From an optimization exercise on the open Yosys and OpenROAD flow, aimed at small area, a short achievable clock period and few clock cycles per item; shortcuts taken in it are not production practice.
The RTL was checked by simulation tests, not by an equivalence proof against the original design.

==> 07-06: inputs <==
==> flow/design.v (excerpt) <==
module top_module (clk, rst, X, n, start, Y, valid, ready, overflow, error);
==> flow/config.mk <==
export PLATFORM = sky130hd
export DESIGN_NAME = top_module
export DESIGN_NICKNAME = top_module
export VERILOG_FILES = /design/flow/design.v
export SDC_FILE = /design/flow/constraint.sdc
export NUM_CORES = 4
export LEC_CHECK = 0
export CAP_MARGIN = 20
export CORE_MARGIN = 2
export CORE_UTILIZATION = 25
export SLEW_MARGIN = 20
==> flow/constraint.sdc <==
create_clock -name core_clock -period 15.0 [get_ports {clk}]
set_input_delay 3.0000 -clock core_clock [delete_from_list [all_inputs] [get_ports {clk}]]
set_output_delay 3.0000 -clock core_clock [all_outputs]
set_load 0.01 [all_outputs]
standard.sh (not shown) runs the stock make flow with config.mk's settings and CLKGATE_MAP_FILE= SYNTH_SCRIPT=/design/flow/synth_recipe.tcl, a recipe that flattens the netlist after the stock synthesis.
==> flow/flow/run.sh <==
#!/bin/bash
# Own flow: the standard layout, except that synthesis maps the logic
# with an area-oriented ABC script (flow/area.abc) instead of ORFS's speed
# script. Everything else (registers, flattening, renaming, floorplan, place,
# CTS, route) is the standard flow. Each tool's output goes to a log here.
set -euo pipefail
W=$(pwd)
mkdir -p own
# ORFS synth.tcl with the ABC script replaced
python3 - "$FLOW_HOME/scripts/synth.tcl" own/synth_mod.tcl <<'PY'
import sys
s = open(sys.argv[1]).read()
a = 'source $::env(SCRIPTS_DIR)/synth_preamble.tcl\n'
assert s.count(a) == 1, "synth_preamble anchor missing"
s = s.replace(a, a + 'set abc_args [lreplace $abc_args 1 1 $::env(MY_ABC_SCRIPT)]\n')
open(sys.argv[2], 'w').write(s)
PY
python3 - synth_recipe.tcl own/synth_recipe_mod.tcl "$W/own/synth_mod.tcl" <<'PY'
import sys
s = open(sys.argv[1]).read()
a = 'source $::env(SCRIPTS_DIR)/synth.tcl'
assert s.count(a) == 1, "synth_recipe anchor missing"
open(sys.argv[2], 'w').write(s.replace(a, 'source ' + sys.argv[3]))
PY
python3 - standard.sh own/standard_mod.sh "$W/own/synth_recipe_mod.tcl" <<'PY'
import sys, re
s = open(sys.argv[1]).read()
s2, k = re.subn(r'SYNTH_SCRIPT=\S+', 'SYNTH_SCRIPT=' + sys.argv[3], s)
assert k == 1, "SYNTH_SCRIPT not found in standard.sh"
open(sys.argv[2], 'w').write(s2)
PY
export MY_ABC_SCRIPT="$W/flow/area.abc"
bash own/standard_mod.sh finish > "$W/layout.log" 2>&1
==> flow/flow/area.abc <==
strash
dch
map -a
topo
==> 03-08: changes against 07-06 <==
==> flow/run.sh (new file) <==
#!/bin/bash
# synth_recipe.tcl (not shown) runs the flow's synth.tcl, then flattens the netlist and writes it again
# the make line also repeats each setting of config.mk as NAME=value (left out here)
make -C /OpenROAD-flow-scripts/flow DESIGN_CONFIG=/design/flow/config.mk WORK_HOME=/design/flow/orfs CLKGATE_MAP_FILE= SYNTH_SCRIPT=/design/flow/synth_recipe.tcl finish
ABC_AREA = 1   (was default)
removed: flow/flow/run.sh
removed: flow/flow/area.abc
removed: flow/standard.sh
==> qor summary <==
quantity	03-08	07-06
Die boundary width	310 um	287 um
Placed instance count	6,270	5,238
Simple-gate share of the synthesized area	0.559	0.333
Adder-cell share of the synthesized area	0.0160	0.0187
Num rows	112	103
Worst-case setup slack after placement	9580 ps	8090 ps
Avg Cell Area, Syn	4.69 sq um	5.29 sq um
Initial Utilization	0.252	0.253
Post-synthesis sequential area ratio	0.0394	0.0461
Most frequent cell after synthesis	nand2_1	nor2_1
Library cell occupying the most area in the post-synthesis netlist	nand2_1	nor2_1
Count of unique library cells instantiated by Yosys	49	50
Die Ht	310 um	287 um
Post-synthesis compound-gate area fraction	0.263	0.507
Status	stopped before the end	stopped before the end
Failing step	global routing (5_1_grt)	global routing (5_1_grt)
Testbench counts of 07-06, summed over its fixed seeds: cycles 12,992, items 12,800.
Testbench counts of 03-08, summed over its fixed seeds: cycles 12,992, items 12,800.
